Source: an optimization exercise on an open RTL-to-GDS flow (aim: small area). Production flows keep margins and buffers that such runs may drop. Power is estimated from default activity; no workload was simulated.

==> inputs of job 4733 <==
// MemChecker
module MemChecker(
  input          clock,
  input          reset,
  output [31:0]  io_mem_address,
  output [63:0]  io_mem_byteenable,
  output         io_mem_read,
  input  [511:0] io_mem_readdata,
  input  [1:0]   io_mem_response,
  output         io_mem_write,
  output [511:0] io_mem_writedata,
  input          io_mem_waitrequest,
  input          io_mem_readdatavalid,
  input          io_mem_writeresponsevalid,
  output [7:0]   io_mem_burstcount,
  output         io_ctrl_AW_ready,
  input          io_ctrl_AW_valid,
  input  [7:0]   io_ctrl_AW_bits_addr,
  input  [2:0]   io_ctrl_AW_bits_prot,
  output         io_ctrl_W_ready,
  input          io_ctrl_W_valid,
  input  [31:0]  io_ctrl_W_bits_wdata,
  input  [3:0]   io_ctrl_W_bits_wstrb,
  input          io_ctrl_B_ready,
  output         io_ctrl_B_valid,
  output [1:0]   io_ctrl_B_bits,
  output         io_ctrl_AR_ready,
  input          io_ctrl_AR_valid,
  input  [7:0]   io_ctrl_AR_bits_addr,
  input  [2:0]   io_ctrl_AR_bits_prot,
  input          io_ctrl_R_ready,
  output         io_ctrl_R_valid,
  output [31:0]  io_ctrl_R_bits_rdata,
  output [1:0]   io_ctrl_R_bits_rresp
);
  reg         reset_d;     
  always @(posedge clock) reset_d <= reset;
  reg  [1:0]  state_wr;    
  reg         wr_en;
  reg  [5:0]  wr_addr;
  reg  [31:0] wr_data;
  reg  [1:0]  state_rd;    
  reg  [5:0]  rd_addr;
  reg  [31:0] rd_data;
  wire wr_s0 = state_wr == 2'd0;
  wire wr_s1 = state_wr == 2'd1;
  wire wr_s2 = state_wr == 2'd2;
  wire wr_s3 = state_wr == 2'd3;
  wire aw_rdy = wr_s0 | wr_s2;
  ...
make LEC_CHECK=0 ABC_AREA=0 CAP_MARGIN=30 CORE_AREA='3 3 422 422' DIE_AREA='0 0 425 425' SLEW_MARGIN=30 finish   # period 10.0 ns
run.sh (not shown) runs the stock make flow with config.mk's settings and CLKGATE_MAP_FILE= SYNTH_SCRIPT=/design/flow/synth_recipe.tcl, a recipe that flattens the netlist after the stock synthesis.
==> inputs of job 7397, as changes to job 4733 <==
==> flow/config.mk (replaced) <==
export PLATFORM = sky130hd
export DESIGN_NAME = MemChecker
export DESIGN_NICKNAME = MemChecker
export VERILOG_FILES = /design/flow/design.v
export SDC_FILE = /design/flow/constraint.sdc
export NUM_CORES = 8
export LEC_CHECK = 0
export ABC_AREA = 0
export CAP_MARGIN = 15
export CORE_MARGIN = 2
export CORE_UTILIZATION = 65
export PLACE_DENSITY = 0.75
export SLEW_MARGIN = 15
==> inputs of job 7494, as changes to job 4733 <==
--- a/flow/design.v
+++ b/flow/design.v
@@ -10,12 +10,33 @@
     for (i = 0; i < W; i = i + 1) begin : g
       assign s[i] = a[i] ^ c[i];
       assign c[i+1] = c[i] & a[i];
     end
   endgenerate
 endmodule
+module MemCheckerIncF #(parameter W = 32) (
+  input  [W-1:0] a,
+  input          ci,
+  output [W-1:0] s
+);
+  localparam integer NB = W / 4;
+  wire [NB:0] cb;
+  assign cb[0] = ci;
+  genvar b, i;
+  generate
+    for (b = 0; b < NB; b = b + 1) begin : g_blk
+      assign cb[b+1] = cb[b] & (&a[4 * b +: 4]);
+      wire [4:0] c;
+      assign c[0] = cb[b];
+      for (i = 0; i < 4; i = i + 1) begin : g_bit
+        assign s[4 * b + i] = a[4 * b + i] ^ c[i];
+        assign c[i+1] = c[i] & a[4 * b + i];
+      end
+    end
+  endgenerate
+endmodule
 module MemCheckerDec #(parameter W = 26) (
   input  [W-1:0] a,
   output [W-1:0] s
 );
   wire [W:0] b;
   assign b[0] = 1'b1;
@@ -325,83 +346,82 @@
   wire we_wstat  = wr_en & (wr_addr == 6'h18);
   wire we_wctrl  = wr_en & (wr_addr == 6'h19);
   wire we_wadlo  = wr_en & (wr_addr == 6'h1a);
   wire we_wadhi  = wr_en & (wr_addr == 6'h1b);
   wire we_wlen   = wr_en & (wr_addr == 6'h1c);
   wire r_done, w_done;
+  wire [31:0] wd = wr_data & {32{~reset}};
   always @(posedge clock) begin
+    if (we_ctrl | reset) begin
+      ctrl_dir <= wd[0];
+      ctrl_mode <= wd[10:8];
+    end
+    if (we_radlo | reset) rd_base[31:0] <= wd;
+    if (we_radhi | reset) rd_base[63:32] <= wd;
+    if (we_rlen | reset) rd_len <= wd;
+    if (we_wadlo | reset) wr_base[31:0] <= wd;
+    if (we_wadhi | reset) wr_base[63:32] <= wd;
+    if (we_wlen | reset) wr_len <= wd;
     if (reset) begin
-      ctrl_dir <= 1'b0;
-      ctrl_mode <= 3'd0;
       rd_status <= 1'b0;
       wr_status <= 1'b0;
       rd_start <= 1'b0;
       wr_start <= 1'b0;
-      rd_base <= 64'd0;
-      wr_base <= 64'd0;
-      rd_len <= 32'd0;
-      wr_len <= 32'd0;
     end else begin
-      if (we_ctrl) begin
-        ctrl_dir <= wr_data[0];
-        ctrl_mode <= wr_data[10:8];
-      end
       rd_status <= (rd_status & ~(we_rstat & wr_data[0])) | r_done;
       wr_status <= (wr_status & ~(we_wstat & wr_data[0])) | w_done;
       rd_start <= we_rctrl & wr_data[0];
       wr_start <= we_wctrl & wr_data[0];
-      if (we_radlo) rd_base[31:0] <= wr_data;
-      if (we_radhi) rd_base[63:32] <= wr_data;
-      if (we_rlen) rd_len <= wr_data;
-      if (we_wadlo) wr_base[31:0] <= wr_data;
-      if (we_wadhi) wr_base[63:32] <= wr_data;
-      if (we_wlen) wr_len <= wr_data;
     end
   end
   reg  [1:0]  w_state;     
   reg  [31:0] w_addr;
-  reg  [25:0] w_rem;       
+  reg  [25:0] w_len;       
   reg  [25:0] w_n;         
   reg         w_prev, w_en, w_en_d, w_init_d, w_incr_d;
   reg  [31:0] w_sresp, w_sdur;
   wire w_busy = w_state != 2'd0;
   wire w_init = (w_state == 2'd0) & wr_start;
   wire w_acc  = w_busy & ~io_mem_waitrequest;
-  wire w_last = w_rem == 26'd0;
+  wire [25:0] w_n_inc;
+  wire w_eqhi = w_n_inc[25:6] == w_len[25:6];
+  wire w_last = w_eqhi & (w_n_inc[5:0] == w_len[5:0]);
   wire w_eob  = w_last | (&w_n[5:0]);
-  wire [25:0] w_rem_dec = (w_init ? wr_len[31:6] : w_rem) - 26'd1;
+  wire [19:0] w_page_inc;
+  MemCheckerInc #(.W(20)) u_wpage (.a(w_addr[31:12]), .ci(1'b1), .s(w_page_inc));
+  MemCheckerInc #(.W(26)) u_wn (.a(w_n), .ci(w_acc), .s(w_n_inc));
+  wire [31:0] w_sresp_inc, w_sdur_inc;
+  MemCheckerInc #(.W(32)) u_wresp (.a(w_sresp), .ci(w_incr_d), .s(w_sresp_inc));
+  MemCheckerInc #(.W(32)) u_wdur (.a(w_sdur), .ci(w_en_d), .s(w_sdur_inc));
   assign w_done = w_prev & ~w_busy;
   always @(posedge clock) begin
     if (reset) begin
       w_state <= 2'd0;
     end else begin
       case (w_state)
         2'd0: if (wr_start) w_state <= 2'd1;
         2'd1: if (~io_mem_waitrequest) w_state <= w_last ? 2'd0 : 2'd2;
         default: if (~io_mem_waitrequest & w_eob) w_state <= w_last ? 2'd0 : 2'd1;
       endcase
     end
     if (w_init) w_addr <= wr_base[31:0];
-    else if ((w_state == 2'd2) & ~io_mem_waitrequest & w_eob & ~w_last) w_addr[31:12] <= w_addr[31:12] + 20'd1;
-    if (w_init | w_acc) w_rem <= w_rem_dec;
-    if (w_init) w_n <= 26'd0;
-    else if (w_acc) w_n <= w_n + 26'd1;
+    else if ((w_state == 2'd2) & ~io_mem_waitrequest & w_eob & ~w_last) w_addr[31:12] <= w_page_inc;
+    if (w_init) w_len <= wr_len[31:6];
+    w_n <= w_init ? 26'd0 : w_n_inc;
     w_prev <= w_busy;
     if (reset) w_en <= 1'b0;
     else w_en <= w_init | (~w_done & w_en);
     w_en_d <= w_en;
     w_init_d <= w_init;
     w_incr_d <= w_busy & io_mem_writeresponsevalid & (io_mem_response == 2'd0);
     if (reset_d | w_init_d) w_sresp <= 32'd0;
-    else if (w_incr_d) w_sresp <= w_sresp + 32'd1;
-    if (reset_d) w_sdur <= 32'd0;
-    else if (w_en_d) w_sdur <= w_sdur + 32'd1;
-    else if (w_init_d) w_sdur <= 32'd0;
+    else w_sresp <= w_sresp_inc;
+    if (reset_d | (~w_en_d & w_init_d)) w_sdur <= 32'd0;
+    else w_sdur <= w_sdur_inc;
   end
-  wire w_ge63 = (|w_rem[25:6]) | (&w_rem[5:0]);
-  wire [7:0] w_bc = w_ge63 ? 8'd64 : {2'd0, w_rem[5:0]} + 8'd1;
+  wire [7:0] w_bc = w_eqhi ? {2'd0, w_len[5:0]} : 8'd64;
   reg  [1:0]  r_state;
   reg  [31:0] r_addr;
   reg  [25:0] r_rem;
   reg  [5:0]  r_cyc;
   reg         r_prev, r_en, r_en_d, r_incr_d;
   reg  [31:0] r_sresp, r_sdur;
@@ -410,13 +430,23 @@
   reg  [31:0] s_tot, s_ok;
   wire r_busy = r_state != 2'd0;
   wire r_init = (r_state == 2'd0) & rd_start;
   wire r_inc  = r_busy & io_mem_readdatavalid;
   wire r_beat = (r_state == 2'd2) & io_mem_readdatavalid;
   wire r_eob  = r_cyc == 6'd0;
-  wire [25:0] r_rem_dec = (r_init ? rd_len[31:6] : r_rem) - 26'd1;
+  wire [25:0] r_rem_dec;
+  MemCheckerDec #(.W(26)) u_rdec (.a(r_init ? rd_len[31:6] : r_rem), .s(r_rem_dec));
+  wire [19:0] r_page_inc;
+  MemCheckerInc #(.W(20)) u_rpage (.a(r_addr[31:12]), .ci(1'b1), .s(r_page_inc));
+  wire [5:0] r_cyc_dec;
+  MemCheckerDec #(.W(6)) u_rcyc (.a(r_cyc), .s(r_cyc_dec));
+  wire [6:0] r_cyc_p1;
+  MemCheckerInc #(.W(7)) u_rbc (.a({1'b0, r_cyc}), .ci(1'b1), .s(r_cyc_p1));
+  wire [31:0] r_sresp_inc, r_sdur_inc;
+  MemCheckerInc #(.W(32)) u_rresp (.a(r_sresp), .ci(r_incr_d), .s(r_sresp_inc));
+  MemCheckerInc #(.W(32)) u_rdur (.a(r_sdur), .ci(r_en_d), .s(r_sdur_inc));
   wire [5:0]  r_cyc_new = r_rem_dec[5:0] | {6{|r_rem_dec[25:6]}};
   assign r_done = r_prev & ~r_busy;
   always @(posedge clock) begin
     if (reset) begin
       r_state <= 2'd0;
     end else begin
@@ -424,48 +454,51 @@
         2'd0: if (rd_start) r_state <= 2'd1;
         2'd1: if (~io_mem_waitrequest) r_state <= r_eob ? 2'd0 : 2'd2;
         default: if (r_beat & r_eob) r_state <= (r_rem == 26'd0) ? 2'd0 : 2'd1;
       endcase
     end
     if (r_init) r_addr <= rd_base[31:0];
-    else if (r_beat & r_eob) r_addr[31:12] <= r_addr[31:12] + 20'd1;
+    else if (r_beat & r_eob) r_addr[31:12] <= r_page_inc;
     if (r_init | r_beat) r_rem <= r_rem_dec;
     if (r_init | (r_beat & r_eob)) r_cyc <= r_cyc_new;
-    else if (r_beat) r_cyc <= r_cyc - 6'd1;
+    else if (r_beat) r_cyc <= r_cyc_dec;
     r_prev <= r_busy;
     if (reset) r_en <= 1'b0;
     else r_en <= r_init | (~r_done & r_en);
     r_en_d <= r_en;
     r_incr_d <= r_inc & (io_mem_response == 2'd0);
     if (reset_d | c_init_d1) r_sresp <= 32'd0;
-    else if (r_incr_d) r_sresp <= r_sresp + 32'd1;
-    if (reset_d) r_sdur <= 32'd0;
-    else if (r_en_d) r_sdur <= r_sdur + 32'd1;
-    else if (c_init_d1) r_sdur <= 32'd0;
+    else r_sresp <= r_sresp_inc;
+    if (reset_d | (~r_en_d & c_init_d1)) r_sdur <= 32'd0;
+    else r_sdur <= r_sdur_inc;
   end
-  wire [31:0] tot_now = (reset_d | c_init_d2) ? 32'd0 : s_tot + {31'd0, c_inc_d2};
-  wire [31:0] n_r = c_init_d1 ? 32'd0 : tot_now + {31'd0, c_inc_d1};
+  wire [31:0] s_tot_inc, s_ok_inc, n_r_inc;
+  MemCheckerIncF #(.W(32)) u_tot (.a(s_tot), .ci(c_inc_d2), .s(s_tot_inc));
+  MemCheckerInc #(.W(32)) u_ok (.a(s_ok), .ci(c_ok_d), .s(s_ok_inc));
+  wire [31:0] tot_now = (reset_d | c_init_d2) ? 32'd0 : s_tot_inc;
+  MemCheckerIncF #(.W(32)) u_nr (.a(tot_now), .ci(c_inc_d1), .s(n_r_inc));
+  wire [31:0] n_r = c_init_d1 ? 32'd0 : n_r_inc;
   wire r_match;
   MemCheckerRdChk #(.W(32)) u_rchk (.mode(mode_q), .n(n_r), .rd(io_mem_readdata), .match(r_match));
   always @(posedge clock) begin
     mode_q <= ctrl_mode;
     c_init_d1 <= r_init;
     c_init_d2 <= c_init_d1;
     c_inc_d1 <= r_inc;
     c_inc_d2 <= c_inc_d1;
     c_ok <= r_inc & r_match;
     c_ok_d <= c_ok;
     s_tot <= tot_now;
     if (reset_d | c_init_d2) s_ok <= 32'd0;
-    else if (c_ok_d) s_ok <= s_ok + 32'd1;
+    else s_ok <= s_ok_inc;
   end
   MemCheckerWrPat #(.W(26)) u_wpat (.mode(mode_q), .n(w_n), .pat(io_mem_writedata));
   wire w_cmd = w_state == 2'd1;
   wire r_cmd = r_state == 2'd1;
   assign io_mem_address = ctrl_dir ? (w_cmd ? w_addr : 32'd0) : (r_cmd ? r_addr : 32'd0);
-  assign io_mem_burstcount = ctrl_dir ? (w_cmd ? w_bc : 8'd0) : (r_cmd ? {2'd0, r_cyc} + 8'd1 : 8'd0);
+  assign io_mem_burstcount = ctrl_dir ? (w_cmd ? w_bc : 8'd0) : (r_cmd ? {1'b0, r_cyc_p1} : 8'd0);
   assign io_mem_byteenable = 64'hffffffffffffffff;
   assign io_mem_read = r_cmd;
   assign io_mem_write = w_busy;
   always @(posedge clock) begin
     if (state_rd == 2'd1) begin
       case (rd_addr)
==> flow/flow/run.sh (new file) <==
#!/bin/bash
# Layout flow: the standard flow (standard.sh) with these changes to how the layout is built:
#  - synthesis is standard.sh's own, except that ABC maps the logic with an area-oriented
#    script (flow/abc_area_nf.script) instead of ORFS's abc_speed.script; the flip-flops,
#    their names and cell types come out as in the standard synthesis;
#  - the port buffers that buffer_ports inserts use the smallest buffer cell (buf_1);
#  - clock tree synthesis runs without dummy loads.
# Output: synth.log (synthesis), standard.log (the rest of the flow); ORFS's logs under orfs/logs.
set -euo pipefail
work=$(pwd)
rm -rf "$work/orfs_scripts"
cp -r "$FLOW_HOME/scripts" "$work/orfs_scripts"
cp "$work/flow/abc_area_nf.script" "$work/orfs_scripts/abc_speed.script"
SCRIPTS_DIR="$work/orfs_scripts" bash standard.sh synth > synth.log 2>&1
export BUFFER_PORTS_ARGS="-buffer_cell sky130_fd_sc_hd__buf_1"
export CTS_ARGS="-sink_clustering_enable -repair_clock_nets -dont_use_dummy_load -buf_list {sky130_fd_sc_hd__clkbuf_4 sky130_fd_sc_hd__clkbuf_8}"
bash standard.sh > standard.log 2>&1
==> flow/flow/abc_area_nf.script (new file) <==
&get -n
&st
&dch
&nf -a
&put
==> flow/standard.sh (new file) <==
#!/bin/bash
# synth_recipe.tcl (not shown) runs the flow's synth.tcl, then flattens the netlist and writes it again
# the make line also repeats each setting of config.mk as NAME=value (left out here)
make -C /OpenROAD-flow-scripts/flow DESIGN_CONFIG=/design/flow/config.mk WORK_HOME=/design/flow/orfs CLKGATE_MAP_FILE= SYNTH_SCRIPT=/design/flow/synth_recipe.tcl "${@:-finish}"
removed: flow/run.sh
==> comparison table <==
                                                                                               job 7494                   job 7397                          job 4733
Sequential-to-total area share from yosys stat                                                    43.0%                      33.4%                             33.4%
Post-Synthesis Cell Area                                                                   39,100 sq um               44,500 sq um                      44,500 sq um
Total I/O pin count                                                                               1,241                          -                             1,241
Die width                                                                                   425 microns                266 microns                       425 microns
Busiest layer in global routing                                                                    met2                          -                              met2
Most frequent standard cell in the layout excluding fill and tap cells           sky130_fd_sc_hd__buf_1                          -  sky130_fd_sc_hd__clkdlybuf4s50_1
Via count of the first global-routing pass                                                       43,600                          -                            54,200
Max-slew headroom                                                                                 17.9%                          -                             20.7%
Total number of placement rows                                                                      153                         95                               153
Largest net degree at the start of global routing                                                    82                          -                               128
Worst hold slack across all endpoints                                                          0.345 ns                          -                          0.360 ns
Count of flip-flops and latches                                                                     644                          -                               644
Max Fclk                                                                                      0.102 GHz                          -                         0.136 GHz
Most common cell in the synthesized netlist                                    sky130_fd_sc_hd__a31oi_1   sky130_fd_sc_hd__nand2_1          sky130_fd_sc_hd__nand2_1
Detailed-route via count                                                                         46,900                          -                            59,300
Non-clock inverter count in the final layout                                                         50                          -                                74
Switching component of the power                                                              0.00471 W                          -                         0.00251 W
Status                                                                         timing/DRC/antenna clean  aborted with a tool error          timing/DRC/antenna clean
Last stage reached                                                                                    -              3_2_place_iop                                 -
Final Critical Period                                                                           9.78 ns                          -                           7.34 ns
Hold buffer count at cts                                                                              0                          -                                 0
Endpoint with the worst hold slack                                                               c_ok_d                          -                          c_inc_d2
Cell kind with the greatest summed area                                 multi-input combinational cells                          -   multi-input combinational cells
No functional check of the RTL was part of any run of this note.

## re-timing with driven ports
The flow's constraints put no driver on any port. The routed layouts listed below were extracted and timed again, unchanged, in two steps.
Step 1 (the two cells are an assumption about what drives the block):
set clk [get_ports {clock}]
set_driving_cell -lib_cell sky130_fd_sc_hd__clkbuf_16 $clk
set_driving_cell -lib_cell sky130_fd_sc_hd__buf_2 [delete_from_list [all_inputs] $clk]
Step 2, shift: input delay + t, output delay - t, t = (earliest + latest rising clock arrival at the registers) / 2. This alone moves slack from input paths to output paths.
Three values: ideal ports, drivers, drivers and shift; two values: the first two.
run	t (ns)	slack for setup (ns)	hold slack, ns	worst register clock-pin slew, ns	worst slew at a driven data input, ns
job 4733	0.714	2.660 / 2.587 / 2.773	0.360 / 0.360 / 0.360	0.06 / 0.06	0.32
job 7494	0.747	0.222 / 0.167 / 0.167	0.345 / 0.345 / 0.345	0.07 / 0.07	0.30
After both steps every run listed still meets setup and hold. The setup slack of job 7494, which loses most, moves by -0.055 ns with the drivers and by -0.055 ns with both steps.
